What follows belongs to an exercise in optimizing a design on an open flow for small area; a production flow would make more cautious choices. In this exercise RTL edits were held to simulation tests only and were not proved equivalent to the original.

Design odd_even_sort, start of the top module:
module odd_even_sort #(
    parameter n = 32,
    parameter k = 8
)
(
    input [n * k - 1:0] in,
    input clk, reset,
    output [n * k - 1:0] out
);
    reg [32:0] valid;
    always @(posedge clk, posedge reset)
    begin
        if (reset)
            valid <= 33'd0;
        else
            valid <= {valid[31:0], 1'b1};
    end
    reg [255:0] r0;
    always @(posedge clk) r0 <= in;
    wire [255:0] s0;
    odd_even_sort_stage ce0 (.a(r0[0 +: 8]), .b(r0[8 +: 8]), .hi(s0[0 +: 8]), .lo(s0[8 +: 8]));
    odd_even_sort_stage ce1 (.a(r0[16 +: 8]), .b(r0[24 +: 8]), .hi(s0[16 +: 8]), .lo(s0[24 +: 8]));
    odd_even_sort_stage ce2 (.a(r0[32 +: 8]), .b(r0[40 +: 8]), .hi(s0[32 +: 8]), .lo(s0[40 +: 8]));
    odd_even_sort_stage ce3 (.a(r0[48 +: 8]), .b(r0[56 +: 8]), .hi(s0[48 +: 8]), .lo(s0[56 +: 8]));
    odd_even_sort_stage ce4 (.a(r0[64 +: 8]), .b(r0[72 +: 8]), .hi(s0[64 +: 8]), .lo(s0[72 +: 8]));
  ...
clock: 5.0 ns
lec_check: 0
cap_margin: 20
core_margin: 2
core_utilization: 60
place_density: 0.72
slew_margin: 20
run.sh (not shown) runs the stock make flow with config.mk's settings and CLKGATE_MAP_FILE= SYNTH_SCRIPT=/design/flow/synth_recipe.tcl, a recipe that flattens the netlist after the stock synthesis.
Rerun with:
CORE_UTILIZATION = 45   (was 60)
PLACE_DENSITY = 0.6   (was 0.72)
The changed run finished clean.
Wire length falls by a little under a tenth.
Worst setup slack improved by 0.10 ns.
Final cell count goes up by a few percent.
Synthesized area is unchanged.
Register-to-register slack is better by 0.07 ns.

---

Another version of the RTL of odd_even_sort (not shown whole).
Size in the first run: roughly 21000 cells after synthesis, ~7000 flip-flops, roughly 510 I/O pins, roughly 0.20 sq mm of cells after synthesis.
make LEC_CHECK=0 ABC_AREA=1 CAP_MARGIN=20 CORE_MARGIN=2 CORE_UTILIZATION=60 CTS_BUF_LIST=sky130_fd_sc_hd__clkbuf_16 CTS_CLUSTER_DIAMETER=80 CTS_CLUSTER_SIZE=24 PLACE_DENSITY=0.72 SLEW_MARGIN=20 finish   # period 5.0 ns
The baseline reached the layout checks and failed them: negative setup slack.
==> next run, changes <==
==> flow/flow/run.sh (new file) <==
#!/bin/bash
# The standard layout, with plain buf_1 cells (instead of the default delay
# buffers) as the port buffers that buffer_ports puts on every input and output.
set -euo pipefail
export BUFFER_PORTS_ARGS="-buffer_cell sky130_fd_sc_hd__buf_1"
bash standard.sh > standard.log 2>&1
==> flow/standard.sh (new file) <==
#!/bin/bash
# synth_recipe.tcl (not shown) runs the flow's synth.tcl, then flattens the netlist and writes it again
# the make line also repeats each setting of config.mk as NAME=value (left out here)
make -C /OpenROAD-flow-scripts/flow DESIGN_CONFIG=/design/flow/config.mk WORK_HOME=/design/flow/orfs CLKGATE_MAP_FILE= SYNTH_SCRIPT=/design/flow/synth_recipe.tcl "${@:-finish}"
--- a/flow/config.mk
+++ b/flow/config.mk
@@ -9,8 +9,9 @@
 export CAP_MARGIN = 20
 export CORE_MARGIN = 2
-export CORE_UTILIZATION = 60
+export CORE_UTILIZATION = 55
 export CTS_BUF_LIST = sky130_fd_sc_hd__clkbuf_16
 export CTS_CLUSTER_DIAMETER = 80
 export CTS_CLUSTER_SIZE = 24
-export PLACE_DENSITY = 0.72
+export PLACE_DENSITY = 0.68
+export SETUP_SLACK_MARGIN = 0.1
 export SLEW_MARGIN = 20
removed: flow/run.sh
The changed run ran to the end with no violations; first-iteration DRC count came out lower by 11%; sequential share of layout area came out higher by 0.99 points; worst setup slack is better by 0.35 ns; wire length came out lower by 16%.
==> next run, changes <==
--- a/flow/config.mk
+++ b/flow/config.mk
@@ -9,9 +9,8 @@
 export CAP_MARGIN = 20
 export CORE_MARGIN = 2
-export CORE_UTILIZATION = 55
+export CORE_UTILIZATION = 50
 export CTS_BUF_LIST = sky130_fd_sc_hd__clkbuf_16
 export CTS_CLUSTER_DIAMETER = 80
 export CTS_CLUSTER_SIZE = 24
-export PLACE_DENSITY = 0.68
-export SETUP_SLACK_MARGIN = 0.1
+export PLACE_DENSITY = 0.65
 export SLEW_MARGIN = 20
The new run passed the timing, DRC and antenna checks; utilization decreases by 5.1 points; via count barely changes; routed wire length increases by 5.2%.

---

Setup of run 1:
Another version of the RTL of odd_even_sort (not shown whole).
Size in the first run: ~6900 flip-flops, about 510 I/O pins.
Design odd_even_sort, start of the top module:
module odd_even_sort #(
    parameter n = 32,
    parameter k = 8
)
(
    input [n * k - 1:0] in,
    input clk, reset,
    output [n * k - 1:0] out
);
    reg [5:0] since;
    reg valid;
    always @(posedge clk, posedge reset)
    begin
        if (reset) begin
            since <= 6'd0;
            valid <= 1'b0;
        end else begin
            if (since != 6'd32)
                since <= since + 6'd1;
            if (since == 6'd32)
                valid <= 1'b1;
        end
    end
    wire [255:0] s0;
    odd_even_sort_stage ce0 (.a(in[0 +: 8]), .b(in[104 +: 8]), .hi(s0[0 +: 8]), .lo(s0[104 +: 8]));
    odd_even_sort_stage ce1 (.a(in[8 +: 8]), .b(in[96 +: 8]), .hi(s0[8 +: 8]), .lo(s0[96 +: 8]));
    odd_even_sort_stage ce2 (.a(in[16 +: 8]), .b(in[120 +: 8]), .hi(s0[16 +: 8]), .lo(s0[120 +: 8]));
    odd_even_sort_stage ce3 (.a(in[24 +: 8]), .b(in[112 +: 8]), .hi(s0[24 +: 8]), .lo(s0[112 +: 8]));
    odd_even_sort_stage ce4 (.a(in[32 +: 8]), .b(in[64 +: 8]), .hi(s0[32 +: 8]), .lo(s0[64 +: 8]));
    odd_even_sort_stage ce5 (.a(in[40 +: 8]), .b(in[48 +: 8]), .hi(s0[40 +: 8]), .lo(s0[48 +: 8]));
    odd_even_sort_stage ce6 (.a(in[56 +: 8]), .b(in[88 +: 8]), .hi(s0[56 +: 8]), .lo(s0[88 +: 8]));
    odd_even_sort_stage ce7 (.a(in[72 +: 8]), .b(in[80 +: 8]), .hi(s0[72 +: 8]), .lo(s0[80 +: 8]));
    odd_even_sort_stage ce8 (.a(in[128 +: 8]), .b(in[232 +: 8]), .hi(s0[128 +: 8]), .lo(s0[232 +: 8]));
    odd_even_sort_stage ce9 (.a(in[136 +: 8]), .b(in[224 +: 8]), .hi(s0[136 +: 8]), .lo(s0[224 +: 8]));
    odd_even_sort_stage ce10 (.a(in[144 +: 8]), .b(in[248 +: 8]), .hi(s0[144 +: 8]), .lo(s0[248 +: 8]));
    odd_even_sort_stage ce11 (.a(in[152 +: 8]), .b(in[240 +: 8]), .hi(s0[152 +: 8]), .lo(s0[240 +: 8]));
    odd_even_sort_stage ce12 (.a(in[160 +: 8]), .b(in[192 +: 8]), .hi(s0[160 +: 8]), .lo(s0[192 +: 8]));
    odd_even_sort_stage ce13 (.a(in[168 +: 8]), .b(in[176 +: 8]), .hi(s0[168 +: 8]), .lo(s0[176 +: 8]));
    odd_even_sort_stage ce14 (.a(in[184 +: 8]), .b(in[216 +: 8]), .hi(s0[184 +: 8]), .lo(s0[216 +: 8]));
    odd_even_sort_stage ce15 (.a(in[200 +: 8]), .b(in[208 +: 8]), .hi(s0[200 +: 8]), .lo(s0[208 +: 8]));
    wire [255:0] s1;
    odd_even_sort_stage ce16 (.a(s0[0 +: 8]), .b(s0[40 +: 8]), .hi(s1[0 +: 8]), .lo(s1[40 +: 8]));
  ...
clock: 5.0 ns
lec_check: 0
abc_area: 1
cap_margin: 20
core_margin: 2
core_utilization: 55
cts_buf_list: sky130_fd_sc_hd__clkbuf_16
cts_cluster_diameter: 80
cts_cluster_size: 28
place_density: 0.68
setup_slack_margin: 0.1
slew_margin: 20
standard.sh (not shown) runs the stock make flow with config.mk's settings and CLKGATE_MAP_FILE= SYNTH_SCRIPT=/design/flow/synth_recipe.tcl, a recipe that flattens the netlist after the stock synthesis.
==> flow/flow/run.sh <==
#!/bin/bash
# The standard layout with two changes:
# - synthesis maps the logic with ABC's area-oriented mapper (amap) instead of
#   the delay-oriented one: flow/abc_area.script replaces ORFS's abc_area.script
#   in a copy of ORFS's scripts folder; the rest of synthesis is unchanged, so
#   the registers are the standard synthesis's;
# - buffer_ports puts plain buf_1 cells on every input and output port.
set -euo pipefail
here=$(pwd)
rm -rf "$here/scripts_amap"
cp -r "$FLOW_HOME/scripts" "$here/scripts_amap"
cp "$here/flow/abc_area.script" "$here/scripts_amap/abc_area.script"
export SCRIPTS_DIR="$here/scripts_amap"
export BUFFER_PORTS_ARGS="-buffer_cell sky130_fd_sc_hd__buf_1"
bash standard.sh > standard.log 2>&1
==> flow/flow/abc_area.script <==
strash
dch
amap
topo
stime -c
buffer -c
upsize -c
dnsize -c
Run 1: no failed stages, no open violations at the end
Inputs modified between run 1 and run 4:
-- flow/config.mk --
<<< run 1, line 14
export CTS_CLUSTER_SIZE = 28
>>> run 4, line 14
export CTS_CLUSTER_SIZE = 24
Results
Run 4 vs. run 1: maximum clock frequency fell by 0.39%; total global-route track usage rose by 0.18 points; filler-free cell count of the finished design stayed essentially flat.
The setup slack reported for run 4 is smaller than that of run 1 by 0.019 ns.
Against run 1 as the reference, run 4 delivers a higher via count of the first global-routing pass.

---

Another version of the RTL of odd_even_sort (not shown whole).
For scale: roughly 6900 flip-flops, roughly 510 I/O pins, ~190000 sq um of cells after synthesis.
// odd_even_sort
module odd_even_sort #(
    parameter n = 32,
    parameter k = 8
)
(
    input [n * k - 1:0] in,
    input clk, reset,
    output [n * k - 1:0] out
);
==> flow/config.mk <==
export PLATFORM = sky130hd
export DESIGN_NAME = odd_even_sort
export DESIGN_NICKNAME = odd_even_sort
export VERILOG_FILES = /design/flow/design.v
export SDC_FILE = /design/flow/constraint.sdc
export NUM_CORES = 4
export LEC_CHECK = 0
export ABC_AREA = 1
export CAP_MARGIN = 20
export CORE_MARGIN = 2
export CORE_UTILIZATION = 55
export CTS_BUF_LIST = sky130_fd_sc_hd__clkbuf_16
export CTS_CLUSTER_DIAMETER = 80
export CTS_CLUSTER_SIZE = 28
export PLACE_DENSITY = 0.68
export SETUP_SLACK_MARGIN = 0.1
export SLEW_MARGIN = 20
==> flow/constraint.sdc <==
create_clock -name core_clock -period 5.0 [get_ports {clk}]
set_input_delay 1.0000 -clock core_clock [delete_from_list [all_inputs] [get_ports {clk}]]
set_output_delay 1.0000 -clock core_clock [all_outputs]
set_load 0.01 [all_outputs]
Scripts as last shown in full above: flow/flow/run.sh, flow/flow/abc_area.script
The starting point completed with no timing, DRC or antenna violations.
Edit:
Settings changed: CTS_CLUSTER_SIZE 28 to 24.
The changed run finished with timing, DRC and antenna clean.
Via count hardly moves.
Flip-flop and latch count stays the same.
Global-route usage came out higher by 0.30 points.
Final area grows by 0.37%.
Core utilization climbs by 0.22 points.
Count of clock-buffer cells in the layout climbs by 37.
Area after synthesis is unchanged.
Critical path depth is unchanged.
Clock skew increases by 0.0035 ns.

-- re-timing with driven ports --
No port has a modelled driver above. Below, the same layouts with a new extraction and two added sets of constraints.
Step 1 assumes that a clkbuf_16 drives the clock port and a buf_2 every other input.
Step 2 also shifts input and output timing later by t, the mid clock arrival at the registers, as if the neighbouring blocks saw the same clock.
a / b / c = ideal / step 1 / step 2; a / b = the first two.
| run | t (ns) | slack for setup (ns) | hold WS [ns] | worst setup path after step 2 | slew at the worst register clock pin (ns) |
|---|---|---|---|---|---|
| the first run of note 1 | 1.163 | 0.065 / -0.059 / 0.139 | 0.269 / 0.210 / 0.269 | register to register | 0.08 / 0.08 |
| the second run of note 1 | 1.169 | 0.169 / 0.037 / 0.208 | 0.263 / 0.214 / 0.263 | register to register | 0.07 / 0.07 |
| the first run of note 2 | 1.073 | -0.016 / -0.141 / 0.354 | 0.258 / 0.258 / 0.258 | register to register | 0.10 / 0.10 |
| the second run of note 2 | 1.042 | 0.338 / 0.222 / 0.542 | 0.147 / 0.101 / 0.302 | register to register | 0.10 / 0.10 |
| the third run of note 2 | 1.076 | 0.242 / 0.121 / 0.520 | 0.134 / 0.044 / 0.289 | register to register | 0.10 / 0.10 |
| run 1 | 1.033 | 0.284 / 0.185 / -0.081 | 0.310 / 0.293 / 0.310 | input to register | 0.11 / 0.11 |
| run 4 | 1.050 | 0.265 / 0.216 / -0.111 | 0.256 / 0.256 / 0.256 | input to register | 0.10 / 0.10 |
| the first run of note 4 | 1.039 | 0.405 / 0.294 / 0.121 | 0.310 / 0.310 / 0.310 | input to register | 0.11 / 0.11 |
| the second run of note 4 | 1.032 | 0.355 / 0.245 / 0.092 | 0.302 / 0.302 / 0.302 | input to register | 0.10 / 0.10 |
Met with ideal ports but missed after step 2: setup timing in run 1 and run 4. The setup slack of run 4, which loses most, moves by -0.049 ns with the drivers and by -0.376 ns with both steps.
